What follows belongs to an exercise in optimizing a design on an open flow for small area, a short achievable clock period and few clock cycles per item; a production flow would make more cautious choices.
No run shown here included a check of the RTL's function; only the layout flow was run.

`flow/config.mk`:
```
export PLATFORM = sky130hd
export DESIGN_NAME = Milestone1
export DESIGN_NICKNAME = Milestone1
export VERILOG_FILES = /design/flow/design.v
export SDC_FILE = /design/flow/constraint.sdc
export NUM_CORES = 4
export LEC_CHECK = 0
export CAP_MARGIN = 20
export CORE_MARGIN = 2
export CORE_UTILIZATION = 55
export PLACE_DENSITY = 0.75
export SLEW_MARGIN = 20
```
`flow/constraint.sdc`:
```
create_clock -name core_clock -period 13.0 [get_ports {Clock}]
set_input_delay 2.6000 -clock core_clock [delete_from_list [all_inputs] [get_ports {Clock}]]
set_output_delay 2.6000 -clock core_clock [all_outputs]
set_load 0.01 [all_outputs]
```
`flow/design.v`:
```
module Milestone1 (
		input logic Clock,
		input logic Resetn,
		input logic Start,
		output logic Stop,
		output logic   [17:0]   SRAM_address,
		output logic   [15:0]   SRAM_write_data,
		output logic            SRAM_we_n,
		input  logic   [15:0]   SRAM_read_data
);
logic        running;       
logic        vrow;          
logic [4:0]  ph;            
logic [6:0]  c;             
logic [14:0] w;             
logic [2:0]  rdp;           
logic [17:0] rgb;           
logic        lastrow;       
logic        a_rd, a_wr, a_isy, a_isv, a_yb;    
logic [1:0]  a_k;
logic        k_odd, k_eveny, k_sh, k_ldu, k_ldv;
logic [5:0]  k_src;         
logic [2:0]  k_wsel;        
logic        fle76, fe77, fe78, fe79;    
wire c79     = fe79;
wire wrap    = ((ph == 5'd9) & ~c79) | (ph == 5'd16);
wire last_wr = running & lastrow & c79 & (ph == 5'd10);
wire [4:0] phN  = wrap ? 5'd0 : ph + 5'd1;
wire [6:0] cN   = wrap ? (c79 ? 7'd0 : c + 7'd1) : c;
wire       vrN  = (wrap & c79) ? 1'b0 : vrow;
wire nle76 = wrap ? ((c <= 7'd75) | c79) : fle76;
wire ne77  = wrap ? (c == 7'd76) : fe77;
wire ne78  = wrap ? fe77 : fe78;
wire ne79  = wrap ? fe78 : fe79;
logic        d_rd, d_wr, d_isy, d_isv, d_yb, d_odd, d_sh, d_ldu, d_ldv, d_ldo;
logic [1:0]  d_k;
logic [5:0]  d_src;
logic [2:0]  d_wsel;
always_comb begin
	logic real_r, le76, le77, le78, e77, e78, e79, upre, vpre, dupn;
	real_r = ~vrN;
	le76 = nle76; le77 = nle76 | ne77; le78 = le77 | ne78;
	e77 = ne77; e78 = ne78; e79 = ne79;
	upre = (real_r & le77) | (e78 & ~lastrow);
	vpre = (real_r & le76) | (e77 & ~lastrow);
	dupn = ~le77;
	d_rd = 1'b0; d_wr = 1'b0; d_isy = 1'b0; d_isv = 1'b0; d_yb = 1'b0; d_k = 2'd0;
	d_odd = 1'b0; d_sh = 1'b0; d_ldu = 1'b0; d_ldv = 1'b0; d_ldo = 1'b0; d_src = 6'd0; d_wsel = 3'd0;
	case (phN)
		5'd0: begin d_rd = upre; d_k = 2'd2; end
		5'd1: begin d_rd = real_r; d_isy = 1'b1; d_yb = 1'b1; end
		5'd2, 5'd3, 5'd4, 5'd7, 5'd8, 5'd9: d_wr = real_r;
		5'd5: begin d_rd = vpre; d_isv = 1'b1; d_k = 2'd3; end
		5'd6: begin
			if (e79) begin d_rd = ~lastrow; d_isv = 1'b1; d_k = 2'd2; end
			else begin d_rd = real_r & le78; d_isy = 1'b1; d_k = 2'd1; end
		end
		5'd10: begin d_rd = ~lastrow; d_k = 2'd2; end
		5'd11: begin d_rd = ~lastrow; d_isv = 1'b1; d_k = 2'd3; end
		5'd13: begin d_rd = ~lastrow; d_isy = 1'b1; d_k = 2'd1; end
		default: ;
	endcase
	d_odd = (phN == 5'd1) | (phN == 5'd6);
	d_ldo = (phN == 5'd1) | (phN == 5'd2) | (phN == 5'd6) | (phN == 5'd7);
	d_wsel[0] = (phN == 5'd2) | (phN == 5'd7);
	d_wsel[1] = (phN == 5'd3) | (phN == 5'd8);
	d_wsel[2] = (phN == 5'd4) | (phN == 5'd9);
	if (e79 & (phN >= 5'd5)) begin
		d_sh = 1'b1;
		case (phN)
			5'd5, 5'd13: d_src = 6'b000001;
			5'd11, 5'd15: d_src = 6'b000010;
			5'd6: d_src = 6'b000100;
			5'd12, 5'd16: d_src = 6'b001000;
			5'd14: d_src = 6'b010000;
			default: d_src = 6'b100000;
		endcase
	end else begin
		case (phN)
			5'd3: begin d_sh = 1'b1; d_src = dupn ? 6'b100000 : 6'b000001; end
			5'd4: begin d_sh = 1'b1; d_src = dupn ? 6'b100000 : 6'b010000; end
			5'd8: begin d_sh = 1'b1; d_src = dupn ? 6'b100000 : 6'b000010; end
			5'd9: begin d_sh = 1'b1; d_src = dupn ? 6'b100000 : 6'b001000; end
			default: ;
		endcase
	end
	d_ldu = ((phN == 5'd4) & upre) | (e79 & (phN == 5'd14));
	d_ldv = ((phN == 5'd9) & vpre) | (e79 & ((phN == 5'd12) | (phN == 5'd15)));
end
wire [17:0] a_x = a_isy ? {{2{vrow}}, w, 1'b0} : {{3{vrow}}, w};
logic [17:0] a_c;
always_comb begin
	case ({a_isy, a_isv, a_k[0]})
		3'b100: a_c = 18'd1;            
		3'b101: a_c = 18'd2;            
		3'b010: a_c = 18'd57602;
		3'b011: a_c = 18'd57603;
		default: a_c = 18'd38402;
	endcase
end
wire [17:0] a_ad = a_x + a_c;
wire go = running & ~last_wr;
always_ff @(posedge Clock or negedge Resetn) begin
	if (~Resetn) begin
		running <= 1'b0; vrow <= 1'b1; ph <= 5'd4; c <= 7'd77; w <= 15'h7ffd;
		fle76 <= 1'b0; fe77 <= 1'b1; fe78 <= 1'b0; fe79 <= 1'b0;
		rdp <= 3'd0; rgb <= 18'd146944; lastrow <= 1'b0;
		SRAM_address <= 18'd0; SRAM_we_n <= 1'b1; Stop <= 1'b0;
		a_rd <= 1'b0; a_wr <= 1'b0; a_isy <= 1'b0; a_isv <= 1'b0; a_yb <= 1'b0; a_k <= 2'd0;
		k_odd <= 1'b0; k_eveny <= 1'b1; k_sh <= 1'b0; k_ldu <= 1'b0; k_ldv <= 1'b0;
		k_src <= 6'd0; k_wsel <= 3'd0;
	end else begin
		if (Start) running <= 1'b1;
		lastrow <= ~vrow & (w >= 15'd19120);
		Stop <= running & lastrow & c79 & (ph == 5'd9);
		if (running) begin
			ph <= phN; c <= cN; vrow <= vrN;
			fle76 <= nle76; fe77 <= ne77; fe78 <= ne78; fe79 <= ne79;
			if (wrap) w <= w + 15'd1;
		end
		if (last_wr) begin
			running <= 1'b0; vrow <= 1'b1; ph <= 5'd4; c <= 7'd77; w <= 15'h7ffd;
			fle76 <= 1'b0; fe77 <= 1'b1; fe78 <= 1'b0; fe79 <= 1'b0;
		end
		a_rd <= go & d_rd; a_wr <= go & d_wr; a_isy <= d_isy; a_isv <= d_isv; a_yb <= d_yb; a_k <= d_k;
		k_odd <= d_odd; k_eveny <= ~d_odd; k_sh <= go & d_sh; k_ldu <= go & d_ldu; k_ldv <= go & d_ldv;
		k_src <= d_src; k_wsel <= d_wsel;
		rdp <= {rdp[1:0], a_rd};
		SRAM_we_n <= ~a_wr;
		if (a_wr) begin
			SRAM_address <= rgb; rgb <= rgb + 18'd1;
		end else if (a_rd) begin
			SRAM_address <= a_ad;
		end
		if (~running) rgb <= 18'd146944;
	end
end
logic [15:0] D;                  
logic [7:0]  pu_hi, pu_lo, pv_hi, pv_lo;
logic [7:0]  ch [0:10];          
logic [9:0]  vhold;              
logic [22:0] yt;                 
logic [8:0]  cu, cv;             
logic [10:0] cu3, cv3;           
logic        nu, nv;
logic [7:0]  b0;
always_ff @(posedge Clock) begin
	if (rdp[2]) D <= SRAM_read_data;
end
logic [7:0] chin;
always_comb begin
	chin = ({8{k_src[0]}} & pv_hi) | ({8{k_src[1]}} & pv_lo) | ({8{k_src[2]}} & pu_hi)
	     | ({8{k_src[3]}} & pu_lo) | ({8{k_src[4]}} & D[15:8]) | ({8{k_src[5]}} & ch[1]);
end
integer i;
always_ff @(posedge Clock) begin
	if (k_sh) begin
		ch[0] <= chin;
		for (i = 1; i <= 10; i = i + 1) ch[i] <= ch[i-1];
	end
	if (k_ldu) begin pu_hi <= D[15:8]; pu_lo <= D[7:0]; end
	if (k_ldv) begin pv_hi <= D[15:8]; pv_lo <= D[7:0]; end
end
logic [8:0] fA, fB, fC;
always_ff @(posedge Clock) begin
	fA <= {1'b0, ch[9]} + {1'b0, chin};
	fB <= {1'b0, ch[7]} + {1'b0, ch[1]};
	fC <= {1'b0, ch[5]} + {1'b0, ch[3]} + 9'd1;
end
wire fl_1 = fA[5] ^ fA[3] ^ fA[1];
wire fl_2 = (fA[5] & fA[3]) | (fA[5] & fA[1]) | (fA[3] & fA[1]);
wire fl_3 = fA[6] ^ fA[4] ^ fA[2];
wire fl_4 = (fA[6] & fA[4]) | (fA[6] & fA[2]) | (fA[4] & fA[2]);
wire fl_5 = ~fB[0] ^ fB[3];
wire fl_6 = ~fB[0] & fB[3];
wire fl_7 = fA[7] ^ fA[5] ^ fA[3];
wire fl_8 = (fA[7] & fA[5]) | (fA[7] & fA[3]) | (fA[5] & fA[3]);
wire fl_9 = ~fB[1] ^ fB[4] ^ fB[5];
wire fl_10 = (~fB[1] & fB[4]) | (~fB[1] & fB[5]) | (fB[4] & fB[5]);
wire fl_11 = fC[0] ^ fC[2];
wire fl_12 = fC[0] & fC[2];
wire fl_13 = fA[8] ^ fA[6] ^ fA[4];
wire fl_14 = (fA[8] & fA[6]) | (fA[8] & fA[4]) | (fA[6] & fA[4]);
wire fl_15 = ~fB[2] ^ fB[5] ^ fB[6];
wire fl_16 = (~fB[2] & fB[5]) | (~fB[2] & fB[6]) | (fB[5] & fB[6]);
wire fl_17 = fC[1] ^ fC[3] ^ ~fC[8];
wire fl_18 = (fC[1] & fC[3]) | (fC[1] & ~fC[8]) | (fC[3] & ~fC[8]);
wire fl_19 = fA[7] ^ fA[5] ^ ~fB[3];
wire fl_20 = (fA[7] & fA[5]) | (fA[7] & ~fB[3]) | (fA[5] & ~fB[3]);
wire fl_21 = fB[6] ^ fB[7] ^ fC[2];
wire fl_22 = (fB[6] & fB[7]) | (fB[6] & fC[2]) | (fB[7] & fC[2]);
wire fl_23 = fC[4] ^ 1'b1;
wire fl_24 = fC[4] & 1'b1;
wire fl_25 = fA[8] ^ fA[6] ^ ~fB[4];
wire fl_26 = (fA[8] & fA[6]) | (fA[8] & ~fB[4]) | (fA[6] & ~fB[4]);
wire fl_27 = fB[7] ^ fB[8] ^ fC[3];
wire fl_28 = (fB[7] & fB[8]) | (fB[7] & fC[3]) | (fB[8] & fC[3]);
wire fl_29 = fC[5] ^ 1'b1;
wire fl_30 = fC[5] & 1'b1;
wire fl_31 = fA[7] ^ ~fB[5] ^ fB[8];
wire fl_32 = (fA[7] & ~fB[5]) | (fA[7] & fB[8]) | (~fB[5] & fB[8]);
wire fl_33 = fC[4] ^ fC[6];
wire fl_34 = fC[4] & fC[6];
wire fl_35 = fA[8] ^ ~fB[6];
wire fl_36 = fA[8] & ~fB[6];
wire fl_37 = fA[3] ^ fA[1];
wire fl_38 = fA[3] & fA[1];
wire fl_39 = fA[4] ^ fA[2] ^ fA[0];
wire fl_40 = (fA[4] & fA[2]) | (fA[4] & fA[0]) | (fA[2] & fA[0]);
wire fl_41 = fB[1] ^ fB[2];
wire fl_42 = fB[1] & fB[2];
wire fl_43 = fl_1 ^ fB[2] ^ fB[3];
wire fl_44 = (fl_1 & fB[2]) | (fl_1 & fB[3]) | (fB[2] & fB[3]);
wire fl_45 = fC[0] ^ ~fC[5] ^ 1'b1;
wire fl_46 = (fC[0] & ~fC[5]) | (fC[0] & 1'b1) | (~fC[5] & 1'b1);
wire fl_47 = fl_2 ^ fl_3 ^ fl_5;
wire fl_48 = (fl_2 & fl_3) | (fl_2 & fl_5) | (fl_3 & fl_5);
wire fl_49 = fB[4] ^ fC[1] ^ ~fC[6];
wire fl_50 = (fB[4] & fC[1]) | (fB[4] & ~fC[6]) | (fC[1] & ~fC[6]);
wire fl_51 = fl_4 ^ fl_6 ^ fl_7;
wire fl_52 = (fl_4 & fl_6) | (fl_4 & fl_7) | (fl_6 & fl_7);
wire fl_53 = fl_9 ^ fl_11 ^ ~fC[7];
wire fl_54 = (fl_9 & fl_11) | (fl_9 & ~fC[7]) | (fl_11 & ~fC[7]);
wire fl_55 = fl_8 ^ fl_10 ^ fl_12;
wire fl_56 = (fl_8 & fl_10) | (fl_8 & fl_12) | (fl_10 & fl_12);
wire fl_57 = fl_13 ^ fl_15 ^ fl_17;
wire fl_58 = (fl_13 & fl_15) | (fl_13 & fl_17) | (fl_15 & fl_17);
wire fl_59 = fl_14 ^ fl_16 ^ fl_18;
wire fl_60 = (fl_14 & fl_16) | (fl_14 & fl_18) | (fl_16 & fl_18);
wire fl_61 = fl_19 ^ fl_21 ^ fl_23;
wire fl_62 = (fl_19 & fl_21) | (fl_19 & fl_23) | (fl_21 & fl_23);
wire fl_63 = fl_20 ^ fl_22 ^ fl_24;
wire fl_64 = (fl_20 & fl_22) | (fl_20 & fl_24) | (fl_22 & fl_24);
wire fl_65 = fl_25 ^ fl_27 ^ fl_29;
wire fl_66 = (fl_25 & fl_27) | (fl_25 & fl_29) | (fl_27 & fl_29);
wire fl_67 = fl_26 ^ fl_28 ^ fl_30;
wire fl_68 = (fl_26 & fl_28) | (fl_26 & fl_30) | (fl_28 & fl_30);
wire fl_69 = fl_31 ^ fl_33 ^ 1'b1;
wire fl_70 = (fl_31 & fl_33) | (fl_31 & 1'b1) | (fl_33 & 1'b1);
wire fl_71 = fl_32 ^ fl_34 ^ fl_35;
wire fl_72 = (fl_32 & fl_34) | (fl_32 & fl_35) | (fl_34 & fl_35);
wire fl_73 = fC[5] ^ fC[7] ^ 1'b1;
wire fl_74 = (fC[5] & fC[7]) | (fC[5] & 1'b1) | (fC[7] & 1'b1);
wire fl_75 = fl_36 ^ ~fB[7] ^ fC[6];
wire fl_76 = (fl_36 & ~fB[7]) | (fl_36 & fC[6]) | (~fB[7] & fC[6]);
wire fl_77 = fC[8] ^ 1'b1;
wire fl_78 = fC[8] & 1'b1;
wire fl_79 = ~fB[8] ^ fC[7];
wire fl_80 = ~fB[8] & fC[7];
wire fl_81 = fA[2] ^ fA[0];
wire fl_82 = fA[2] & fA[0];
wire fl_83 = fl_37 ^ fB[0] ^ fB[1];
wire fl_84 = (fl_37 & fB[0]) | (fl_37 & fB[1]) | (fB[0] & fB[1]);
wire fl_85 = fl_38 ^ fl_39 ^ fl_41;
wire fl_86 = (fl_38 & fl_39) | (fl_38 & fl_41) | (fl_39 & fl_41);
wire fl_87 = fl_40 ^ fl_42 ^ fl_43;
wire fl_88 = (fl_40 & fl_42) | (fl_40 & fl_43) | (fl_42 & fl_43);
wire fl_89 = fl_44 ^ fl_46 ^ fl_47;
wire fl_90 = (fl_44 & fl_46) | (fl_44 & fl_47) | (fl_46 & fl_47);
wire fl_91 = fl_48 ^ fl_50 ^ fl_51;
wire fl_92 = (fl_48 & fl_50) | (fl_48 & fl_51) | (fl_50 & fl_51);
wire fl_93 = fl_52 ^ fl_54 ^ fl_55;
wire fl_94 = (fl_52 & fl_54) | (fl_52 & fl_55) | (fl_54 & fl_55);
wire fl_95 = fl_56 ^ fl_58 ^ fl_59;
wire fl_96 = (fl_56 & fl_58) | (fl_56 & fl_59) | (fl_58 & fl_59);
wire fl_97 = fl_60 ^ fl_62 ^ fl_63;
wire fl_98 = (fl_60 & fl_62) | (fl_60 & fl_63) | (fl_62 & fl_63);
wire fl_99 = fl_64 ^ fl_66 ^ fl_67;
wire fl_100 = (fl_64 & fl_66) | (fl_64 & fl_67) | (fl_66 & fl_67);
wire fl_101 = fl_68 ^ fl_70 ^ fl_71;
wire fl_102 = (fl_68 & fl_70) | (fl_68 & fl_71) | (fl_70 & fl_71);
wire fl_103 = fl_72 ^ fl_74 ^ fl_75;
wire fl_104 = (fl_72 & fl_74) | (fl_72 & fl_75) | (fl_74 & fl_75);
wire fl_105 = fl_76 ^ fl_78 ^ fl_79;
wire fl_106 = (fl_76 & fl_78) | (fl_76 & fl_79) | (fl_78 & fl_79);
wire fl_107 = fA[1] ^ ~fC[1];
wire fl_108 = fA[1] & ~fC[1];
wire fl_109 = fl_81 ^ fB[0] ^ ~fC[2];
wire fl_110 = (fl_81 & fB[0]) | (fl_81 & ~fC[2]) | (fB[0] & ~fC[2]);
wire fl_111 = fl_82 ^ fl_83 ^ ~fC[3];
wire fl_112 = (fl_82 & fl_83) | (fl_82 & ~fC[3]) | (fl_83 & ~fC[3]);
wire fl_113 = fl_84 ^ fl_85 ^ ~fC[4];
wire fl_114 = (fl_84 & fl_85) | (fl_84 & ~fC[4]) | (fl_85 & ~fC[4]);
wire fl_115 = fl_86 ^ fl_87 ^ fl_45;
wire fl_116 = (fl_86 & fl_87) | (fl_86 & fl_45) | (fl_87 & fl_45);
wire fl_117 = fl_88 ^ fl_89 ^ fl_49;
wire fl_118 = (fl_88 & fl_89) | (fl_88 & fl_49) | (fl_89 & fl_49);
wire fl_119 = fl_90 ^ fl_91 ^ fl_53;
wire fl_120 = (fl_90 & fl_91) | (fl_90 & fl_53) | (fl_91 & fl_53);
wire fl_121 = fl_92 ^ fl_93 ^ fl_57;
wire fl_122 = (fl_92 & fl_93) | (fl_92 & fl_57) | (fl_93 & fl_57);
wire fl_123 = fl_94 ^ fl_95 ^ fl_61;
wire fl_124 = (fl_94 & fl_95) | (fl_94 & fl_61) | (fl_95 & fl_61);
wire fl_125 = fl_96 ^ fl_97 ^ fl_65;
wire fl_126 = (fl_96 & fl_97) | (fl_96 & fl_65) | (fl_97 & fl_65);
wire fl_127 = fl_98 ^ fl_99 ^ fl_69;
wire fl_128 = (fl_98 & fl_99) | (fl_98 & fl_69) | (fl_99 & fl_69);
wire fl_129 = fl_100 ^ fl_101 ^ fl_73;
wire fl_130 = (fl_100 & fl_101) | (fl_100 & fl_73) | (fl_101 & fl_73);
wire fl_131 = fl_102 ^ fl_103 ^ fl_77;
wire fl_132 = (fl_102 & fl_103) | (fl_102 & fl_77) | (fl_103 & fl_77);
wire fl_133 = fl_104 ^ fl_105 ^ 1'b1;
wire fl_134 = (fl_104 & fl_105) | (fl_104 & 1'b1) | (fl_105 & 1'b1);
wire fl_135 = fl_106 ^ fl_80 ^ fC[8];
wire fl_136 = (fl_106 & fl_80) | (fl_106 & fC[8]) | (fl_80 & fC[8]);
wire [18:0] fl_a = {1'b1, 1'b1, fl_136, fl_134, fl_132, fl_130, fl_128, fl_126, fl_124, fl_122, fl_120, fl_118, fl_116, fl_114, fl_112, fl_110, fl_108, fl_107, fA[0]};
wire [18:0] fl_b = {1'b0, 1'b0, 1'b1, fl_135, fl_133, fl_131, fl_129, fl_127, fl_125, fl_123, fl_121, fl_119, fl_117, fl_115, fl_113, fl_111, fl_109, 1'b1, ~fC[0]};
logic [18:0] fa, fb;             
always_ff @(posedge Clock) begin
	fa <= fl_a; fb <= fl_b;
end
wire [18:0] fs = fa + fb;
wire [9:0]  fr = {fs[18], fs[16:8]};    
wire [10:0] f3 = {2'd0, fr[8:0]} + {1'b0, fr[8:0], 1'b0};
wire [7:0]  eu = ch[6], ev = ch[7];
wire [8:0]  vsel = k_odd ? vhold[8:0] : {1'b0, ev};
wire [10:0] vs3 = {2'd0, vsel} + {1'b0, vsel, 1'b0};
wire [10:0] eu3 = {3'd0, eu} + {2'd0, eu, 1'b0};
wire [7:0] Yv = k_eveny ? D[15:8] : D[7:0];
wire ym_1 = Yv[5] ^ Yv[3];
wire ym_2 = Yv[5] & Yv[3];
wire ym_3 = Yv[6] ^ Yv[4] ^ Yv[2];
wire ym_4 = (Yv[6] & Yv[4]) | (Yv[6] & Yv[2]) | (Yv[4] & Yv[2]);
wire ym_5 = Yv[7] ^ Yv[5] ^ Yv[3];
wire ym_6 = (Yv[7] & Yv[5]) | (Yv[7] & Yv[3]) | (Yv[5] & Yv[3]);
wire ym_7 = Yv[6] ^ Yv[4] ^ Yv[1];
wire ym_8 = (Yv[6] & Yv[4]) | (Yv[6] & Yv[1]) | (Yv[4] & Yv[1]);
wire ym_9 = Yv[7] ^ Yv[5];
wire ym_10 = Yv[7] & Yv[5];
wire ym_11 = Yv[6] ^ Yv[3];
wire ym_12 = Yv[6] & Yv[3];
wire ym_13 = ~Yv[7] ^ Yv[0];
wire ym_14 = ~Yv[7] & Yv[0];
wire ym_15 = Yv[3] ^ Yv[1];
wire ym_16 = Yv[3] & Yv[1];
wire ym_17 = Yv[4] ^ Yv[2] ^ Yv[0];
wire ym_18 = (Yv[4] & Yv[2]) | (Yv[4] & Yv[0]) | (Yv[2] & Yv[0]);
wire ym_19 = ym_1 ^ Yv[1] ^ 1'b1;
wire ym_20 = (ym_1 & Yv[1]) | (ym_1 & 1'b1) | (Yv[1] & 1'b1);
wire ym_21 = ym_2 ^ ym_3 ^ 1'b1;
wire ym_22 = (ym_2 & ym_3) | (ym_2 & 1'b1) | (ym_3 & 1'b1);
wire ym_23 = ym_4 ^ ym_5 ^ Yv[0];
wire ym_24 = (ym_4 & ym_5) | (ym_4 & Yv[0]) | (ym_5 & Yv[0]);
wire ym_25 = ym_6 ^ ym_7 ^ 1'b1;
wire ym_26 = (ym_6 & ym_7) | (ym_6 & 1'b1) | (ym_7 & 1'b1);
wire ym_27 = ym_8 ^ ym_9 ^ Yv[2];
wire ym_28 = (ym_8 & ym_9) | (ym_8 & Yv[2]) | (ym_9 & Yv[2]);
wire ym_29 = ym_10 ^ ym_11 ^ 1'b1;
wire ym_30 = (ym_10 & ym_11) | (ym_10 & 1'b1) | (ym_11 & 1'b1);
wire ym_31 = ym_12 ^ Yv[7] ^ Yv[4];
wire ym_32 = (ym_12 & Yv[7]) | (ym_12 & Yv[4]) | (Yv[7] & Yv[4]);
wire [22:0] ym_a = {1'b0, Yv[7], Yv[6], ym_32, ym_30, ym_28, ym_26, ym_24, ym_22, ym_20, ym_18, ym_16, ym_15, Yv[2], ym_14, ym_13, ~Yv[6], ~Yv[5], ~Yv[4], ~Yv[3], ~Yv[2], ~Yv[1], ~Yv[0]};
wire [22:0] ym_b = {1'b0, 1'b0, 1'b0, Yv[5], ym_31, ym_29, ym_27, ym_25, ym_23, ym_21, ym_19, ym_17, 1'b1, Yv[0], Yv[1], 1'b1, 1'b0, 1'b1, 1'b1, 1'b0, 1'b0, 1'b0, 1'b1};
wire [22:0] ytn = ym_a + ym_b;
always_ff @(posedge Clock) begin
	vhold <= fr;
	yt <= ytn;
	if (k_odd) begin
		cu <= fr[8:0]; cu3 <= f3; nu <= fr[9];
		cv <= vhold[8:0]; cv3 <= vs3; nv <= vhold[9];
	end else begin
		cu <= {1'b0, eu}; cu3 <= eu3; nu <= 1'b0;
		cv <= {1'b0, ev}; cv3 <= vs3; nv <= 1'b0;
	end
end
wire clr_1 = yt[5] ^ cv3[7];
wire clr_2 = yt[5] & cv3[7];
wire clr_3 = yt[6] ^ cv3[8] ^ cv[1];
wire clr_4 = (yt[6] & cv3[8]) | (yt[6] & cv[1]) | (cv3[8] & cv[1]);
wire clr_5 = yt[7] ^ cv3[9] ^ cv[2];
wire clr_6 = (yt[7] & cv3[9]) | (yt[7] & cv[2]) | (cv3[9] & cv[2]);
wire clr_7 = yt[8] ^ cv3[10] ^ cv[3];
wire clr_8 = (yt[8] & cv3[10]) | (yt[8] & cv[3]) | (cv3[10] & cv[3]);
wire clr_9 = yt[9] ^ cv3[0] ^ cv[4];
wire clr_10 = (yt[9] & cv3[0]) | (yt[9] & cv[4]) | (cv3[0] & cv[4]);
wire clr_11 = yt[10] ^ cv3[1] ^ cv[5];
wire clr_12 = (yt[10] & cv3[1]) | (yt[10] & cv[5]) | (cv3[1] & cv[5]);
wire clr_13 = yt[11] ^ cv3[2];
wire clr_14 = yt[11] & cv3[2];
wire clr_15 = yt[12] ^ cv3[3] ^ cv[7];
wire clr_16 = (yt[12] & cv3[3]) | (yt[12] & cv[7]) | (cv3[3] & cv[7]);
wire clr_17 = yt[13] ^ cv3[0] ^ cv3[4];
wire clr_18 = (yt[13] & cv3[0]) | (yt[13] & cv3[4]) | (cv3[0] & cv3[4]);
wire clr_19 = yt[14] ^ cv3[1];
wire clr_20 = yt[14] & cv3[1];
wire clr_21 = yt[15] ^ cv3[2] ^ cv3[6];
wire clr_22 = (yt[15] & cv3[2]) | (yt[15] & cv3[6]) | (cv3[2] & cv3[6]);
wire clr_23 = yt[16] ^ cv3[3] ^ cv3[7];
wire clr_24 = (yt[16] & cv3[3]) | (yt[16] & cv3[7]) | (cv3[3] & cv3[7]);
wire clr_25 = yt[17] ^ cv3[4];
wire clr_26 = yt[17] & cv3[4];
wire clr_27 = yt[18] ^ cv3[5] ^ cv3[9];
wire clr_28 = (yt[18] & cv3[5]) | (yt[18] & cv3[9]) | (cv3[5] & cv3[9]);
wire clr_29 = yt[19] ^ cv3[6];
wire clr_30 = yt[19] & cv3[6];
wire clr_31 = yt[2] ^ cv3[4];
wire clr_32 = yt[2] & cv3[4];
wire clr_33 = yt[3] ^ cv3[5] ^ cv[1];
wire clr_34 = (yt[3] & cv3[5]) | (yt[3] & cv[1]) | (cv3[5] & cv[1]);
wire clr_35 = yt[4] ^ cv3[6] ^ cv[2];
wire clr_36 = (yt[4] & cv3[6]) | (yt[4] & cv[2]) | (cv3[6] & cv[2]);
wire clr_37 = clr_1 ^ cv[0] ^ cv[3];
wire clr_38 = (clr_1 & cv[0]) | (clr_1 & cv[3]) | (cv[0] & cv[3]);
wire clr_39 = clr_2 ^ clr_3 ^ cv[4];
wire clr_40 = (clr_2 & clr_3) | (clr_2 & cv[4]) | (clr_3 & cv[4]);
wire clr_41 = clr_4 ^ clr_5 ^ cv[5];
wire clr_42 = (clr_4 & clr_5) | (clr_4 & cv[5]) | (clr_5 & cv[5]);
wire clr_43 = clr_6 ^ clr_7 ^ cv[6];
wire clr_44 = (clr_6 & clr_7) | (clr_6 & cv[6]) | (clr_7 & cv[6]);
wire clr_45 = clr_8 ^ clr_9 ^ cv[7];
wire clr_46 = (clr_8 & clr_9) | (clr_8 & cv[7]) | (clr_9 & cv[7]);
wire clr_47 = clr_10 ^ clr_11 ^ cv[8];
wire clr_48 = (clr_10 & clr_11) | (clr_10 & cv[8]) | (clr_11 & cv[8]);
wire clr_49 = clr_12 ^ clr_13 ^ cv[6];
wire clr_50 = (clr_12 & clr_13) | (clr_12 & cv[6]) | (clr_13 & cv[6]);
wire clr_51 = clr_14 ^ clr_15 ^ 1'b1;
wire clr_52 = (clr_14 & clr_15) | (clr_14 & 1'b1) | (clr_15 & 1'b1);
wire clr_53 = clr_16 ^ clr_17 ^ cv[8];
wire clr_54 = (clr_16 & clr_17) | (clr_16 & cv[8]) | (clr_17 & cv[8]);
wire clr_55 = clr_18 ^ clr_19 ^ cv3[5];
wire clr_56 = (clr_18 & clr_19) | (clr_18 & cv3[5]) | (clr_19 & cv3[5]);
wire clr_57 = clr_20 ^ clr_21 ^ 1'b1;
wire clr_58 = (clr_20 & clr_21) | (clr_20 & 1'b1) | (clr_21 & 1'b1);
wire clr_59 = clr_22 ^ clr_23 ^ 1'b1;
wire clr_60 = (clr_22 & clr_23) | (clr_22 & 1'b1) | (clr_23 & 1'b1);
wire clr_61 = clr_24 ^ clr_25 ^ cv3[8];
wire clr_62 = (clr_24 & clr_25) | (clr_24 & cv3[8]) | (clr_25 & cv3[8]);
wire clr_63 = clr_26 ^ clr_27 ^ 1'b1;
wire clr_64 = (clr_26 & clr_27) | (clr_26 & 1'b1) | (clr_27 & 1'b1);
wire clr_65 = clr_28 ^ clr_29 ^ cv3[10];
wire clr_66 = (clr_28 & clr_29) | (clr_28 & cv3[10]) | (clr_29 & cv3[10]);
wire clr_67 = clr_30 ^ yt[20] ^ cv3[7];
wire clr_68 = (clr_30 & yt[20]) | (clr_30 & cv3[7]) | (yt[20] & cv3[7]);
wire clr_69 = yt[21] ^ cv3[8];
wire clr_70 = yt[21] & cv3[8];
wire clr_71 = yt[22] ^ cv3[9] ^ 1'b1;
wire clr_72 = (yt[22] & cv3[9]) | (yt[22] & 1'b1) | (cv3[9] & 1'b1);
wire clr_73 = cv3[10] ^ 1'b1;
wire clr_74 = cv3[10] & 1'b1;
wire [27:0] clr_a = {1'b1, clr_74, clr_72, clr_70, clr_68, clr_66, clr_64, clr_62, clr_60, clr_58, clr_56, clr_54, clr_52, clr_50, clr_48, clr_46, clr_44, clr_42, clr_40, clr_38, clr_36, clr_34, clr_32, clr_31, yt[1], yt[0], cv3[1], cv3[0]};
wire [27:0] clr_b = {1'b0, 1'b1, clr_73, clr_71, clr_69, clr_67, clr_65, clr_63, clr_61, clr_59, clr_57, clr_55, clr_53, clr_51, clr_49, clr_47, clr_45, clr_43, clr_41, clr_39, clr_37, clr_35, clr_33, cv[0], cv3[3], cv3[2], 1'b0, 1'b0};
wire [27:0] Rs = clr_a + clr_b;
wire clg_1 = yt[3] ^ ~cu3[2];
wire clg_2 = yt[3] & ~cu3[2];
wire clg_3 = yt[4] ^ ~cu3[3];
wire clg_4 = yt[4] & ~cu3[3];
wire clg_5 = yt[5] ^ ~cu3[4];
wire clg_6 = yt[5] & ~cu3[4];
wire clg_7 = yt[6] ^ ~cu3[5];
wire clg_8 = yt[6] & ~cu3[5];
wire clg_9 = yt[9] ^ ~cu3[8];
wire clg_10 = yt[9] & ~cu3[8];
wire clg_11 = yt[10] ^ ~cu3[9] ^ ~cu[2];
wire clg_12 = (yt[10] & ~cu3[9]) | (yt[10] & ~cu[2]) | (~cu3[9] & ~cu[2]);
wire clg_13 = ~cv[0] ^ ~cv[7];
wire clg_14 = ~cv[0] & ~cv[7];
wire clg_15 = yt[11] ^ ~cu3[0] ^ ~cu3[10];
wire clg_16 = (yt[11] & ~cu3[0]) | (yt[11] & ~cu3[10]) | (~cu3[0] & ~cu3[10]);
wire clg_17 = ~cu[3] ^ ~cv[1] ^ ~cv[8];
wire clg_18 = (~cu[3] & ~cv[1]) | (~cu[3] & ~cv[8]) | (~cv[1] & ~cv[8]);
wire clg_19 = yt[12] ^ ~cu3[1] ^ ~cu[4];
wire clg_20 = (yt[12] & ~cu3[1]) | (yt[12] & ~cu[4]) | (~cu3[1] & ~cu[4]);
wire clg_21 = ~cv3[0] ^ ~cv[2];
wire clg_22 = ~cv3[0] & ~cv[2];
wire clg_23 = yt[13] ^ ~cu3[2] ^ ~cu[5];
wire clg_24 = (yt[13] & ~cu3[2]) | (yt[13] & ~cu[5]) | (~cu3[2] & ~cu[5]);
wire clg_25 = ~cv3[1] ^ ~cv[3] ^ 1'b1;
wire clg_26 = (~cv3[1] & ~cv[3]) | (~cv3[1] & 1'b1) | (~cv[3] & 1'b1);
wire clg_27 = yt[14] ^ ~cu3[3] ^ ~cu[6];
wire clg_28 = (yt[14] & ~cu3[3]) | (yt[14] & ~cu[6]) | (~cu3[3] & ~cu[6]);
wire clg_29 = ~cv3[2] ^ ~cv[4];
wire clg_30 = ~cv3[2] & ~cv[4];
wire clg_31 = yt[15] ^ ~cu3[4] ^ ~cu[7];
wire clg_32 = (yt[15] & ~cu3[4]) | (yt[15] & ~cu[7]) | (~cu3[4] & ~cu[7]);
wire clg_33 = ~cv3[3] ^ ~cv[5];
wire clg_34 = ~cv3[3] & ~cv[5];
wire clg_35 = yt[16] ^ ~cu3[5] ^ ~cu[8];
wire clg_36 = (yt[16] & ~cu3[5]) | (yt[16] & ~cu[8]) | (~cu3[5] & ~cu[8]);
wire clg_37 = ~cv3[4] ^ ~cv[6] ^ 1'b1;
wire clg_38 = (~cv3[4] & ~cv[6]) | (~cv3[4] & 1'b1) | (~cv[6] & 1'b1);
wire clg_39 = yt[17] ^ ~cu3[6] ^ ~cv3[5];
wire clg_40 = (yt[17] & ~cu3[6]) | (yt[17] & ~cv3[5]) | (~cu3[6] & ~cv3[5]);
wire clg_41 = yt[18] ^ ~cu3[7] ^ ~cv3[6];
wire clg_42 = (yt[18] & ~cu3[7]) | (yt[18] & ~cv3[6]) | (~cu3[7] & ~cv3[6]);
wire clg_43 = yt[1] ^ ~cu3[0];
wire clg_44 = yt[1] & ~cu3[0];
wire clg_45 = yt[2] ^ ~cu3[1];
wire clg_46 = yt[2] & ~cu3[1];
wire clg_47 = clg_1 ^ ~cv[0] ^ ~cv[5];
wire clg_48 = (clg_1 & ~cv[0]) | (clg_1 & ~cv[5]) | (~cv[0] & ~cv[5]);
wire clg_49 = clg_2 ^ clg_3 ^ ~cv[1];
wire clg_50 = (clg_2 & clg_3) | (clg_2 & ~cv[1]) | (clg_3 & ~cv[1]);
wire clg_51 = clg_4 ^ clg_5 ^ ~cv[2];
wire clg_52 = (clg_4 & clg_5) | (clg_4 & ~cv[2]) | (clg_5 & ~cv[2]);
wire clg_53 = clg_6 ^ clg_7 ^ ~cv[3];
wire clg_54 = (clg_6 & clg_7) | (clg_6 & ~cv[3]) | (clg_7 & ~cv[3]);
wire clg_55 = clg_8 ^ yt[7] ^ ~cu3[6];
wire clg_56 = (clg_8 & yt[7]) | (clg_8 & ~cu3[6]) | (yt[7] & ~cu3[6]);
wire clg_57 = yt[8] ^ ~cu3[7] ^ ~cu[0];
wire clg_58 = (yt[8] & ~cu3[7]) | (yt[8] & ~cu[0]) | (~cu3[7] & ~cu[0]);
wire clg_59 = clg_9 ^ ~cu[1] ^ ~cv[6];
wire clg_60 = (clg_9 & ~cu[1]) | (clg_9 & ~cv[6]) | (~cu[1] & ~cv[6]);
wire clg_61 = clg_10 ^ clg_11 ^ clg_13;
wire clg_62 = (clg_10 & clg_11) | (clg_10 & clg_13) | (clg_11 & clg_13);
wire clg_63 = clg_12 ^ clg_14 ^ clg_15;
wire clg_64 = (clg_12 & clg_14) | (clg_12 & clg_15) | (clg_14 & clg_15);
wire clg_65 = clg_16 ^ clg_18 ^ clg_19;
wire clg_66 = (clg_16 & clg_18) | (clg_16 & clg_19) | (clg_18 & clg_19);
wire clg_67 = clg_20 ^ clg_22 ^ clg_23;
wire clg_68 = (clg_20 & clg_22) | (clg_20 & clg_23) | (clg_22 & clg_23);
wire clg_69 = clg_24 ^ clg_26 ^ clg_27;
wire clg_70 = (clg_24 & clg_26) | (clg_24 & clg_27) | (clg_26 & clg_27);
wire clg_71 = clg_28 ^ clg_30 ^ clg_31;
wire clg_72 = (clg_28 & clg_30) | (clg_28 & clg_31) | (clg_30 & clg_31);
wire clg_73 = clg_32 ^ clg_34 ^ clg_35;
wire clg_74 = (clg_32 & clg_34) | (clg_32 & clg_35) | (clg_34 & clg_35);
wire clg_75 = clg_36 ^ clg_38 ^ clg_39;
wire clg_76 = (clg_36 & clg_38) | (clg_36 & clg_39) | (clg_38 & clg_39);
wire clg_77 = clg_40 ^ clg_41 ^ ~cv[8];
wire clg_78 = (clg_40 & clg_41) | (clg_40 & ~cv[8]) | (clg_41 & ~cv[8]);
wire clg_79 = clg_42 ^ yt[19] ^ ~cu3[8];
wire clg_80 = (clg_42 & yt[19]) | (clg_42 & ~cu3[8]) | (yt[19] & ~cu3[8]);
wire clg_81 = yt[20] ^ ~cu3[9] ^ ~cv3[8];
wire clg_82 = (yt[20] & ~cu3[9]) | (yt[20] & ~cv3[8]) | (~cu3[9] & ~cv3[8]);
wire clg_83 = yt[21] ^ ~cu3[10];
wire clg_84 = yt[21] & ~cu3[10];
wire clg_85 = yt[22] ^ ~cv3[10];
wire clg_86 = yt[22] & ~cv3[10];
wire clg_87 = clg_43 ^ ~cv[3];
wire clg_88 = clg_43 & ~cv[3];
wire clg_89 = clg_44 ^ clg_45 ^ ~cv[4];
wire clg_90 = (clg_44 & clg_45) | (clg_44 & ~cv[4]) | (clg_45 & ~cv[4]);
wire clg_91 = clg_46 ^ clg_47 ^ 1'b1;
wire clg_92 = (clg_46 & clg_47) | (clg_46 & 1'b1) | (clg_47 & 1'b1);
wire clg_93 = clg_48 ^ clg_49 ^ ~cv[6];
wire clg_94 = (clg_48 & clg_49) | (clg_48 & ~cv[6]) | (clg_49 & ~cv[6]);
wire clg_95 = clg_50 ^ clg_51 ^ ~cv[7];
wire clg_96 = (clg_50 & clg_51) | (clg_50 & ~cv[7]) | (clg_51 & ~cv[7]);
wire clg_97 = clg_52 ^ clg_53 ^ ~cv[8];
wire clg_98 = (clg_52 & clg_53) | (clg_52 & ~cv[8]) | (clg_53 & ~cv[8]);
wire clg_99 = clg_54 ^ clg_55 ^ ~cv[4];
wire clg_100 = (clg_54 & clg_55) | (clg_54 & ~cv[4]) | (clg_55 & ~cv[4]);
wire clg_101 = clg_56 ^ clg_57 ^ ~cv[5];
wire clg_102 = (clg_56 & clg_57) | (clg_56 & ~cv[5]) | (clg_57 & ~cv[5]);
wire clg_103 = clg_58 ^ clg_59 ^ 1'b1;
wire clg_104 = (clg_58 & clg_59) | (clg_58 & 1'b1) | (clg_59 & 1'b1);
wire clg_105 = clg_60 ^ clg_61 ^ 1'b1;
wire clg_106 = (clg_60 & clg_61) | (clg_60 & 1'b1) | (clg_61 & 1'b1);
wire clg_107 = clg_62 ^ clg_63 ^ clg_17;
wire clg_108 = (clg_62 & clg_63) | (clg_62 & clg_17) | (clg_63 & clg_17);
wire clg_109 = clg_64 ^ clg_65 ^ clg_21;
wire clg_110 = (clg_64 & clg_65) | (clg_64 & clg_21) | (clg_65 & clg_21);
wire clg_111 = clg_66 ^ clg_67 ^ clg_25;
wire clg_112 = (clg_66 & clg_67) | (clg_66 & clg_25) | (clg_67 & clg_25);
wire clg_113 = clg_68 ^ clg_69 ^ clg_29;
wire clg_114 = (clg_68 & clg_69) | (clg_68 & clg_29) | (clg_69 & clg_29);
wire clg_115 = clg_70 ^ clg_71 ^ clg_33;
wire clg_116 = (clg_70 & clg_71) | (clg_70 & clg_33) | (clg_71 & clg_33);
wire clg_117 = clg_72 ^ clg_73 ^ clg_37;
wire clg_118 = (clg_72 & clg_73) | (clg_72 & clg_37) | (clg_73 & clg_37);
wire clg_119 = clg_74 ^ clg_75 ^ ~cv[7];
wire clg_120 = (clg_74 & clg_75) | (clg_74 & ~cv[7]) | (clg_75 & ~cv[7]);
wire clg_121 = clg_76 ^ clg_77 ^ 1'b1;
wire clg_122 = (clg_76 & clg_77) | (clg_76 & 1'b1) | (clg_77 & 1'b1);
wire clg_123 = clg_78 ^ clg_79 ^ ~cv3[7];
wire clg_124 = (clg_78 & clg_79) | (clg_78 & ~cv3[7]) | (clg_79 & ~cv3[7]);
wire clg_125 = clg_80 ^ clg_81 ^ 1'b1;
wire clg_126 = (clg_80 & clg_81) | (clg_80 & 1'b1) | (clg_81 & 1'b1);
wire clg_127 = clg_82 ^ clg_83 ^ ~cv3[9];
wire clg_128 = (clg_82 & clg_83) | (clg_82 & ~cv3[9]) | (clg_83 & ~cv3[9]);
wire clg_129 = clg_84 ^ clg_85 ^ 1'b1;
wire clg_130 = (clg_84 & clg_85) | (clg_84 & 1'b1) | (clg_85 & 1'b1);
wire [27:0] clg_a = {1'b1, 1'b1, clg_130, clg_128, clg_126, clg_124, clg_122, clg_120, clg_118, clg_116, clg_114, clg_112, clg_110, clg_108, clg_106, clg_104, clg_102, clg_100, clg_98, clg_96, clg_94, clg_92, clg_90, clg_88, clg_87, yt[0], ~cv[1], ~cv[0]};
wire [27:0] clg_b = {1'b0, 1'b0, clg_86, clg_129, clg_127, clg_125, clg_123, clg_121, clg_119, clg_117, clg_115, clg_113, clg_111, clg_109, clg_107, clg_105, clg_103, clg_101, clg_99, clg_97, clg_95, clg_93, clg_91, clg_89, 1'b1, ~cv[2], 1'b0, 1'b1};
wire [27:0] Gs = clg_a + clg_b;
wire clb_1 = yt[8] ^ cu[0] ^ cu[3];
wire clb_2 = (yt[8] & cu[0]) | (yt[8] & cu[3]) | (cu[0] & cu[3]);
wire clb_3 = yt[9] ^ cu[1] ^ cu[4];
wire clb_4 = (yt[9] & cu[1]) | (yt[9] & cu[4]) | (cu[1] & cu[4]);
wire clb_5 = yt[10] ^ cu[2] ^ cu[5];
wire clb_6 = (yt[10] & cu[2]) | (yt[10] & cu[5]) | (cu[2] & cu[5]);
wire clb_7 = yt[11] ^ cu[3] ^ cu[6];
wire clb_8 = (yt[11] & cu[3]) | (yt[11] & cu[6]) | (cu[3] & cu[6]);
wire clb_9 = yt[5] ^ cu[0];
wire clb_10 = yt[5] & cu[0];
wire clb_11 = yt[6] ^ cu[1] ^ cu3[5];
wire clb_12 = (yt[6] & cu[1]) | (yt[6] & cu3[5]) | (cu[1] & cu3[5]);
wire clb_13 = yt[7] ^ cu[2] ^ cu3[6];
wire clb_14 = (yt[7] & cu[2]) | (yt[7] & cu3[6]) | (cu[2] & cu3[6]);
wire clb_15 = clb_1 ^ cu3[7] ^ cu3[10];
wire clb_16 = (clb_1 & cu3[7]) | (clb_1 & cu3[10]) | (cu3[7] & cu3[10]);
wire clb_17 = clb_2 ^ clb_3 ^ cu3[8];
wire clb_18 = (clb_2 & clb_3) | (clb_2 & cu3[8]) | (clb_3 & cu3[8]);
wire clb_19 = clb_4 ^ clb_5 ^ cu3[9];
wire clb_20 = (clb_4 & clb_5) | (clb_4 & cu3[9]) | (clb_5 & cu3[9]);
wire clb_21 = clb_6 ^ clb_7 ^ cu3[10];
wire clb_22 = (clb_6 & clb_7) | (clb_6 & cu3[10]) | (clb_7 & cu3[10]);
wire clb_23 = clb_8 ^ yt[12] ^ cu[4];
wire clb_24 = (clb_8 & yt[12]) | (clb_8 & cu[4]) | (yt[12] & cu[4]);
wire clb_25 = yt[13] ^ cu[5];
wire clb_26 = yt[13] & cu[5];
wire clb_27 = yt[1] ^ cu3[0];
wire clb_28 = yt[1] & cu3[0];
wire clb_29 = yt[2] ^ cu3[1] ^ cu3[4];
wire clb_30 = (yt[2] & cu3[1]) | (yt[2] & cu3[4]) | (cu3[1] & cu3[4]);
wire clb_31 = yt[3] ^ cu3[2] ^ cu3[5];
wire clb_32 = (yt[3] & cu3[2]) | (yt[3] & cu3[5]) | (cu3[2] & cu3[5]);
wire clb_33 = yt[4] ^ cu3[3] ^ cu3[6];
wire clb_34 = (yt[4] & cu3[3]) | (yt[4] & cu3[6]) | (cu3[3] & cu3[6]);
wire clb_35 = clb_9 ^ cu3[4] ^ cu3[7];
wire clb_36 = (clb_9 & cu3[4]) | (clb_9 & cu3[7]) | (cu3[4] & cu3[7]);
wire clb_37 = clb_10 ^ clb_11 ^ cu3[8];
wire clb_38 = (clb_10 & clb_11) | (clb_10 & cu3[8]) | (clb_11 & cu3[8]);
wire clb_39 = clb_12 ^ clb_13 ^ cu3[9];
wire clb_40 = (clb_12 & clb_13) | (clb_12 & cu3[9]) | (clb_13 & cu3[9]);
wire clb_41 = clb_14 ^ clb_15 ^ 1'b1;
wire clb_42 = (clb_14 & clb_15) | (clb_14 & 1'b1) | (clb_15 & 1'b1);
wire clb_43 = clb_16 ^ clb_17 ^ 1'b1;
wire clb_44 = (clb_16 & clb_17) | (clb_16 & 1'b1) | (clb_17 & 1'b1);
wire clb_45 = clb_18 ^ clb_19 ^ 1'b1;
wire clb_46 = (clb_18 & clb_19) | (clb_18 & 1'b1) | (clb_19 & 1'b1);
wire clb_47 = clb_20 ^ clb_21 ^ 1'b1;
wire clb_48 = (clb_20 & clb_21) | (clb_20 & 1'b1) | (clb_21 & 1'b1);
wire clb_49 = clb_22 ^ clb_23 ^ cu[7];
wire clb_50 = (clb_22 & clb_23) | (clb_22 & cu[7]) | (clb_23 & cu[7]);
wire clb_51 = clb_24 ^ clb_25 ^ cu[8];
wire clb_52 = (clb_24 & clb_25) | (clb_24 & cu[8]) | (clb_25 & cu[8]);
wire clb_53 = clb_26 ^ yt[14] ^ cu[6];
wire clb_54 = (clb_26 & yt[14]) | (clb_26 & cu[6]) | (yt[14] & cu[6]);
wire clb_55 = yt[15] ^ cu[0] ^ cu[7];
wire clb_56 = (yt[15] & cu[0]) | (yt[15] & cu[7]) | (cu[0] & cu[7]);
wire clb_57 = yt[16] ^ cu[1] ^ cu[8];
wire clb_58 = (yt[16] & cu[1]) | (yt[16] & cu[8]) | (cu[1] & cu[8]);
wire clb_59 = yt[17] ^ cu[2];
wire clb_60 = yt[17] & cu[2];
wire clb_61 = yt[18] ^ cu[3];
wire clb_62 = yt[18] & cu[3];
wire clb_63 = yt[19] ^ cu[4] ^ 1'b1;
wire clb_64 = (yt[19] & cu[4]) | (yt[19] & 1'b1) | (cu[4] & 1'b1);
wire clb_65 = yt[20] ^ cu[5] ^ 1'b1;
wire clb_66 = (yt[20] & cu[5]) | (yt[20] & 1'b1) | (cu[5] & 1'b1);
wire clb_67 = yt[21] ^ cu[6] ^ 1'b1;
wire clb_68 = (yt[21] & cu[6]) | (yt[21] & 1'b1) | (cu[6] & 1'b1);
wire clb_69 = yt[22] ^ cu[7];
wire clb_70 = yt[22] & cu[7];
wire clb_71 = cu[8] ^ 1'b1;
wire clb_72 = cu[8] & 1'b1;
wire [27:0] clb_a = {1'b1, clb_72, clb_70, clb_68, clb_66, clb_64, clb_62, clb_60, clb_58, clb_56, clb_54, clb_52, clb_50, clb_48, clb_46, clb_44, clb_42, clb_40, clb_38, clb_36, clb_34, clb_32, clb_30, clb_28, clb_27, yt[0], cu3[1], cu3[0]};
wire [27:0] clb_b = {1'b0, 1'b1, clb_71, clb_69, clb_67, clb_65, clb_63, clb_61, clb_59, clb_57, clb_55, clb_53, clb_51, clb_49, clb_47, clb_45, clb_43, clb_41, clb_39, clb_37, clb_35, clb_33, clb_31, clb_29, cu3[3], cu3[2], 1'b0, 1'b0};
wire [27:0] Bs = clb_a + clb_b;
logic [29:0] o;                  
wire [9:0] Rq = {Rs[27] | nv, |Rs[26:24], Rs[23:16]};
wire [9:0] Gq = {Gs[27] | nu | nv, |Gs[26:24], Gs[23:16]};
wire [9:0] Bq = {Bs[27] | nu, |Bs[26:24], Bs[23:16]};
function automatic [7:0] clip(input logic [9:0] q);
	clip = q[9] ? 8'd0 : q[8] ? 8'd255 : q[7:0];
endfunction
wire [7:0] oR = clip(o[29:20]), oG = clip(o[19:10]), oB = clip(o[9:0]);
logic [15:0] gb;
always_ff @(posedge Clock) begin
	o <= {Rq, Gq, Bq};
	b0 <= oB;
	gb <= {oG, oB};
	SRAM_write_data <= ({16{k_wsel[0]}} & {oR, oG}) | ({16{k_wsel[1]}} & {b0, oR})
	                 | ({16{k_wsel[2]}} & gb);
end
endmodule
```
`flow/flow/run.sh`:
```
#!/bin/bash
set -euo pipefail
export SETUP_SLACK_MARGIN=9.3
export TNS_END_PERCENT=10
export BUFFER_PORTS_ARGS="-buffer_cell sky130_fd_sc_hd__buf_4"
bash standard.sh > standard.log 2>&1
```
`flow/standard.sh`:
```
#!/bin/bash
# synth_recipe.tcl (not shown) runs the flow's synth.tcl, then flattens the netlist and writes it again
# the make line also repeats each setting of config.mk as NAME=value (left out here)
make -C /OpenROAD-flow-scripts/flow DESIGN_CONFIG=/design/flow/config.mk WORK_HOME=/design/flow/orfs CLKGATE_MAP_FILE= SYNTH_SCRIPT=/design/flow/synth_recipe.tcl "${@:-finish}"
```
==> results of run 1 <==
layer usage:
| layer | global-route usage, % | vias up |
|---|---|---|
| met3 | 3.90 | 101 |
| met2 | 39.8 | 397 |
| met5 | 0 | - |
| met1 | 33.0 | 7808 |
| met4 | 8.01 | 0 |
| li1 | - | 7558 |
final cells by class:
| cell class | count | area [sq um] | area share, % |
|---|---|---|---|
| Inverter | 347 | 1310 | 4.85 |
| Clock buffer | 63 | 1260 | 4.69 |
| Tap cell | 585 | 732 | 2.72 |
| Multi-Input combinational cell | 1390 | 12700 | 47.3 |
| Timing Repair Buffer | 72 | 541 | 2.01 |
| Sequential cell | 416 | 10200 | 37.8 |
| Clock inverter | 15 | 168 | 0.623 |
registers in the layout, summed over array words and instances (netlist names), 16 cells and up:
register and cells:
D 16, SRAM_address 18, SRAM_write_data 16, ch 80
fa 17, gb 16, o 30, rgb 18
yt 23
worst max-delay path, cell delays in order (launching register included):
cell,delay (ns)
dfxtp_4,0.37
fa_1,0.54
inv_1,0.05
fa_1,0.47
inv_1,0.05
fa_1,0.55
inv_2,0.05
ha_4,0.26
nand4_1,0.15
o311ai_4,0.27
nand3_2,0.10
and2_4,0.17
o31ai_4,0.27
o211ai_2,0.14
a211o_1,0.26
Yosys cell counts (8+ instances only):
master,instances
xor2_1,45
edfxtp_1,128
inv_1,347
nor3_1,21
fa_1,155
and2_1,20
dfstp_2,29
a21oi_1,105
or3_1,12
nand4_1,15
nand2b_1,16
a222oi_1,16
a21o_1,33
nor2b_1,21
nor2_1,130
dfxtp_1,194
a211oi_1,12
o21bai_1,26
and3_1,18
o21a_1,15
dfrtp_1,65
mux2_2,21
nand2_1,110
clkbuf_1,47
o21ai_0,71
nand3_1,48
o22ai_1,8
mux2i_1,29
xnor2_1,80
a22oi_1,28
ha_1,243
kinds of logic after synthesis:
group | after synthesis
flops | 416
buf+inv | 403
mux | 50
fa+ha+maj | 398
xor+xnor | 125
simple gates | 438
compound gates | 379
what timing repair did:
action | 4_1_cts | 5_1_grt
setup buffers | 1 | 10
pin swaps | 2 | 27
hold endpoints to repair | 0 | 0
setup endpoints to repair | 48 | 57
resized for setup | 15 | 76
per-stage QoR:
stage / cell area, sq um / utilization [%]
2_1_floorplan: 24000 / -
3_3_place_gp: 25000 / 58.0
3_5_place_dp: 25000 / 58.0
4_1_cts: 26500 / 61.4
5_1_grt: 26900 / 62.5
6_report: 26900 / 62.5
how the worst min path moves through the flow:
stage	start	to	cells after the start	slack (ns)
6_report	rdp[0]	rdp[1]	0	0.35
3_5_place_dp	rdp[1]	rdp[2]	0	0.34
5_1_grt	rdp[1]	rdp[2]	0	0.36
3_3_place_gp	rdp[1]	rdp[2]	0	0.33
4_1_cts	rdp[1]	rdp[2]	0	0.36
2_1_floorplan	rdp[0]	rdp[1]	0	0.33
cells in the final DEF, fill, tap and decap left out, types with 33 or more instances in the layout:
cell type / count
dfxtp_1: 176
a21o_1: 33
fa_1: 154
ha_1: 233
edfxtp_1: 128
nand3_1: 46
clkbuf_16: 44
a21oi_1: 101
xor2_1: 43
inv_1: 340
xnor2_1: 77
nand2_1: 108
buf_4: 72
o21ai_0: 68
dfrtp_1: 63
nor2_1: 128
==> results.json, run 1 <==
{
  "status": "complete, no violations",
  "antenna_cells": 0,
  "endpoint": "o[19]",
  "synth_warnings": 2,
  "clk_latency_ns": 0.58,
  "grt_usage_pct": 24.3,
  "fmax_mhz": 262,
  "dp_hpwl_um": 40700,
  "vias": 15864,
  "crit_path_start": "cu[0]",
  "clockBufferDepth": 3,
  "r2r-start": "cu[0]",
  "start_kind": "flip-flop",
  "cts-hold-fix-buffers": 0,
  "grt_max_degree": 81,
  "finalHoldViolCount": 0,
  "place_congestion": 0.926,
  "final.period_utilization_pct": 29.4,
  "met3_length_um": 2690,
  "fin_tns_setup_ns": 0,
  "regToRegSetupSlack_ns": 9.18,
  "grt_pass1_wl_um": 84800,
  "start_util_pct": 55.7,
  "worstRegToRegCells": 14,
  "cts_tree": "yes",
  "wl_per_cell_um": 18.5,
  "met1_length_um": 23800,
  "min_period_ns": 3.82,
  "core_sq_um": 43100,
  "firstDrtPassIters": 5,
  "hold_class": "reg -> reg",
  "nFillCells": 3334,
  "viasPerCell": 5.49,
  "postSynthAreaPerCell_sq_um": 10.9,
  "layout.cells.non_filler": 2888,
  "worst-path-max-fanout": 6,
  "grt_pass1_vias": 16246,
  "drc": 0,
  "fp.dieH_um": 213,
  "grt-ovfl-total": 0,
  "worstSetupPathType": "reg -> reg",
  "area_growth_pct": 12.0,
  "endpoint_kind": "flip-flop",
  "synth_compound_area_share_pct": 10.5,
  "clkTransAtPathRegs_ns": 0.06,
  "cts_buffers": 43,
  "skew_ns": 0.0208,
  "yosysTopAreaCellShare_pct": 16.2,
  "drt_wl_total_um": 53500,
  "clock_sinks": 416,
  "ios": 55,
  "yosys.area_share.simple_pct": 8.70,
  "synth_top_cell_by_area": "dfxtp_1",
  "holdWs_ns": 0.354,
  "die_area_sq_um": 45300,
  "netlist_top_cells_area": "dfxtp_1 (16%), edfxtp_1 (16%), fa_1 (13%), ha_1 (13%), dfrtp_1 (6.8%)",
  "synth_xor_area_share_pct": 4.56,
  "async_flop_share_pct": 22.6,
  "crit_arrival_ns": 4.28,
  "route.antenna.remaining_nets": 0,
  "grt_setup_unrepaired": "yes",
  "finalNetCount": 2687,
  "placedCellCount": 2799,
  "synth_area_sq_um": 24000,
  "cts_max_level": 2,
  "routed.top_layer": "met4",
  "finalWorstSetupSlack_ns": 9.18,
  "tightest_slew_ns": 1.03,
  "synthAdderAreaFrac_pct": 25.6,
  "slew_violations": 0,
  "synth_edf_count": 128,
  "synth_top_family_by_area": "adder cells",
  "cp.required_ns": 13.46,
  "slew_headroom_pct": 31.5,
  "portBuffers": 54,
  "synth_fp_nets": 2626,
  "die_x_um": 213,
  "dr_wl_met2_um": 25200,
  "place_ws_ns": 8.74,
  "num_rows": 76,
  "postSynthCellCount": 2209,
  "cts_root_buf": "clkbuf_16",
  "synth_cell_types": 77,
  "synth-main-ff-cell": "dfxtp_1",
  "ys_seq_area_share_pct": 42.1,
  "layout-drive-gt1-share_pct": 11.7,
  "setup_violations": 0,
  "reg2reg_to": "o[19]",
  "drtIter0Drc": 1167,
  "drv_cap": 0,
  "synth_mux_area_share_pct": 2.19,
  "antenna_found_initial": 0,
  "ys_ff_latch": 416
}
==> inputs of run 2 (changes only) <==
--- a/flow/design.v
+++ b/flow/design.v
@@ -16,6 +16,8 @@
 logic [2:0]  rdp;           
 logic [17:0] rgb;           
 logic        lastrow;       
+logic        we;            
+assign SRAM_we_n = ~we;
 logic        a_rd, a_wr, a_isy, a_isv, a_yb;    
 logic [1:0]  a_k;
 logic        k_odd, k_eveny, k_sh, k_ldu, k_ldv;
@@ -105,7 +107,7 @@
 		running <= 1'b0; vrow <= 1'b1; ph <= 5'd4; c <= 7'd77; w <= 15'h7ffd;
 		fle76 <= 1'b0; fe77 <= 1'b1; fe78 <= 1'b0; fe79 <= 1'b0;
 		rdp <= 3'd0; rgb <= 18'd146944; lastrow <= 1'b0;
-		SRAM_address <= 18'd0; SRAM_we_n <= 1'b1; Stop <= 1'b0;
+		SRAM_address <= 18'd0; we <= 1'b0; Stop <= 1'b0;
 		a_rd <= 1'b0; a_wr <= 1'b0; a_isy <= 1'b0; a_isv <= 1'b0; a_yb <= 1'b0; a_k <= 2'd0;
 		k_odd <= 1'b0; k_eveny <= 1'b1; k_sh <= 1'b0; k_ldu <= 1'b0; k_ldv <= 1'b0;
 		k_src <= 6'd0; k_wsel <= 3'd0;
@@ -126,7 +128,7 @@
 		k_odd <= d_odd; k_eveny <= ~d_odd; k_sh <= go & d_sh; k_ldu <= go & d_ldu; k_ldv <= go & d_ldv;
 		k_src <= d_src; k_wsel <= d_wsel;
 		rdp <= {rdp[1:0], a_rd};
-		SRAM_we_n <= ~a_wr;
+		we <= a_wr;
 		if (a_wr) begin
 			SRAM_address <= rgb; rgb <= rgb + 18'd1;
 		end else if (a_rd) begin
--- a/flow/config.mk
+++ b/flow/config.mk
@@ -5,8 +5,9 @@
 export SDC_FILE = /design/flow/constraint.sdc
 export NUM_CORES = 4
 export LEC_CHECK = 0
+export ABC_AREA = 1
 export CAP_MARGIN = 20
 export CORE_MARGIN = 2
-export CORE_UTILIZATION = 55
-export PLACE_DENSITY = 0.75
+export CORE_UTILIZATION = 30
+export PLACE_DENSITY = 0.5
 export SLEW_MARGIN = 20
==> run 2 against run 1 <==
Still clean on timing, DRC and antenna. Critical path depth is 13 lower. Register-to-register slack better by 0.24 ns. Flip-flop and latch count stayed put. Final cell count is 47% higher. Synthesized cell count is 35% higher. Hold slack better by 0.0010 ns. Synthesized area is 9.4% higher. Final area is 11% higher. Maximum frequency is 1.1% higher.
==> results.json, run 2 <==
{
  "grt_usage_pct": 14.8,
  "clkTransAtPathRegs_ns": 0.06,
  "largest_reg_flops": 80,
  "r2r-start": "cu[0]",
  "slew_headroom_pct": 30.8,
  "start_kind": "flip-flop",
  "grtUsageMet2_pct": 24.6,
  "path_buf_inv": 1,
  "worstSetupPathType": "reg -> out",
  "async_flop_share_pct": 22.6,
  "cts_max_level": 2,
  "synth_edf_count": 128,
  "min_from": "rdp[1]",
  "die_area_sq_um": 90000,
  "layout-drive-gt1-share_pct": 8.63,
  "viasPerCell": 4.46,
  "yosysTopAreaCellShare_pct": 14.8,
  "cp.required_ns": 10.40,
  "cts_tree": "yes",
  "nFillCells": 8965,
  "slowest_stage": "dfrtp_1",
  "cp_slowest_stage_delay_ns": 0.41,
  "grt_max_degree": 81,
  "hold_class": "reg -> reg",
  "antenna_found_initial": 1,
  "regMostFlops": "ch",
  "critPathTopFamily": "flip-flops",
  "reg2reg_to": "o[16]",
  "netlist_top_cells_area": "dfxtp_1 (15%), edfxtp_1 (15%), fa_1 (12%), ha_1 (12%), nand2_1 (8.0%)",
  "grt_pass1_vias": 19380,
  "synth.most_common_cell": "nand2_1",
  "postLayoutCoreUtil_pct": 34.5,
  "synth_top_cell_by_area": "dfxtp_1",
  "firstDrtPassIters": 5,
  "grt.met3_usage_pct": 1.98,
  "worstRegToRegCells": 13,
  "layout_common_cells": "nand2_1 (560), inv_1 (525), ha_1 (242)",
  "fin_tns_setup_ns": 0,
  "worst-path-max-fanout": 2,
  "dp_hpwl_um": 53400,
  "status": "complete, no violations",
  "clock_sinks": 416,
  "final_common_cell": "nand2_1",
  "drtIter0Drc": 984,
  "finalNetCount": 3461,
  "grt_setup_unrepaired": "yes",
  "hold_depth": 0,
  "grt_pass1_wl_um": 105000,
  "fmax_mhz": 265,
  "path_cells": "buf_4",
  "area_growth_pct": 13.8,
  "antenna_cells": 0,
  "synth_warnings": 2,
  "ys_seq_area_share_pct": 38.5,
  "fp.dieH_um": 300,
  "busiest_layer": "met2",
  "regToRegSetupSlack_ns": 9.42,
  "cts_root_buf": "clkbuf_16",
  "slew_violations": 0,
  "synth-main-ff-cell": "dfxtp_1",
  "grt-ovfl-total": 0,
  "min_period_ns": 3.78,
  "drv_cap": 0,
  "clockBufferDepth": 3,
  "ys_ff_latch": 416,
  "largest_registers": "ch: 80 flops, o: 30 flops, yt: 23 flops",
  "drt_wl_total_um": 65500,
  "vias": 18913,
  "clk_latency_ns": 0.61,
  "tightest_slew_ns": 1.04,
  "ios": 55,
  "hold_path_end": "rdp[2]",
  "portBuffers": 54,
  "netlist_top_cells_count": "nand2_1 (561), inv_1 (529), ha_1 (243)",
  "groute.layer.met1.usage_pct": 20.4,
  "num_rows": 108,
  "synth_fp_nets": 3392,
  "endpoint_kind": "primary output",
  "finalHoldViolCount": 0,
  "synth_area_sq_um": 26300,
  "start_util_pct": 30.3,
  "place_ws_ns": 9.02,
  "postSynthCellCount": 2975,
  "route.antenna.remaining_nets": 0,
  "postSynthAreaPerCell_sq_um": 8.83,
  "place_congestion": 0.873,
  "cts_buffers": 48,
  "synth_cell_types": 58,
  "skew_ns": 0.0441,
  "final.period_utilization_pct": 29.1,
  "wl_per_cell_um": 15.5,
  "drc": 0,
  "die_x_um": 300,
  "crit_arrival_ns": 1.18,
  "setup_violations": 0,
  "core_sq_um": 86800,
  "finalWorstSetupSlack_ns": 9.22
}
[run 2: cell count changes after synthesis, sizes merged, moves of 18 or more]
cell / before / now
nor2b: 21 / 0
nor2: 130 / 238
mux2: 21 / 0
nand3: 48 / 153
xnor2: 80 / 16
o21ai: 72 / 149
a21oi: 106 / 155
mux2i: 29 / 0
and2: 23 / 4
clkbuf: 47 / 27
nand4: 15 / 33
nand2: 110 / 585
inv: 347 / 539
[run 2: repair_timing]
item	4_1_cts	5_1_grt
endpoints found under the setup margin	29	41
endpoints found under the hold margin	0	0
resized for setup	1	27
hold buffers	0	0
buffers inserted	1	0
[run 2: through the flow]
step	instance area (sq um)	hold slack, ns	std cells
after floorplan	26300	0.331	2975
after global placement	28000	0.339	4148
after detailed placement	28000	0.342	4148
after CTS	29800	0.353	4238
after global routing	29900	0.355	4238
final	29900	0.355	4238
[run 2: logic make-up (layout without fill, tap and decap cells)]
logic type               after synthesis  in the layout  synth area share, %
adder cells (fa/ha/maj)              398            398                 23.4
flip-flops                           416            416                 38.5
buffers and inverters                580            688                 8.38
AO/OA/AOI/OAI                        427            427                 9.40
AND/OR/NAND/NOR                     1076           1076                 17.7
XOR/XNOR                              78             78                 2.60
[run 2: final cells by class]
type | instances | area, sq um | share of cell area [%]
Inverter | 540 | 2030 | 6.79
Clock inverter | 26 | 453 | 1.51
Timing Repair Buffer | 59 | 454 | 1.52
Multi-Input combinational cell | 1979 | 14000 | 46.9
Tap cell | 1155 | 1450 | 4.83
Clock buffer | 63 | 1380 | 4.61
Sequential cell | 416 | 10100 | 33.9
[run 2: routing by layer]
layer | wire length [um] | part of all wire, %
met4 | 1230 | 1.9
met3 | 2270 | 3.5
met5 | 0 | 0
met1 | 32000 | 49
met2 | 30100 | 46
[run 2: worst max path at each step]
stage / from / endpoint / slack (ns) / cells after the start
2_1_floorplan: k_eveny / yt[19] / 9.66 / 12
3_3_place_gp: k_eveny / yt[19] / 9.08 / 12
3_5_place_dp: k_eveny / yt[19] / 9.02 / 12
4_1_cts: SRAM_address[1] / SRAM_address[1] / 9.17 / 1
5_1_grt: yt[16] / o[17] / 9.15 / 13
6_report: SRAM_address[3] / SRAM_address[3] / 9.22 / 1
[run 2: worst reg2reg max path: cells and delay by family, from the launching register on]
kind	cells	cell delay, ns
adder cells (fa/ha/maj)	4	1.83
XOR/XNOR	1	0.17
flip-flops	1	0.44
AO/OA/AOI/OAI	4	0.73
buffers and inverters	3	0.14
AND/OR/NAND/NOR	1	0.17

-- static timing again, ports no longer ideal --
In the flow no input, the clock included, has a driving cell. The finished layouts below were timed again as built, in two steps.
Step 1: set_driving_cell puts a clkbuf_16 on Clock and a buf_2 on each other input, an assumption about the parent block.
Step 2 also shifts input and output timing later by t, the mid clock arrival at the registers, as if the neighbouring blocks saw the same clock.
a / b / c = no drivers / after step 1 / after step 2; a / b = the first two.
run	t, ns	setup WS [ns]	clock arrival spread, ns	worst data-port slew with drivers (ns)
run 1	0.621	9.182 / 9.170 / 9.182	0.023 / 0.023	0.03
run 2	0.664	9.222 / 9.152 / 9.322	0.048 / 0.048	0.06
After both steps every run listed still meets setup and hold. The worst setup slack also covers recovery checks on asynchronous resets.
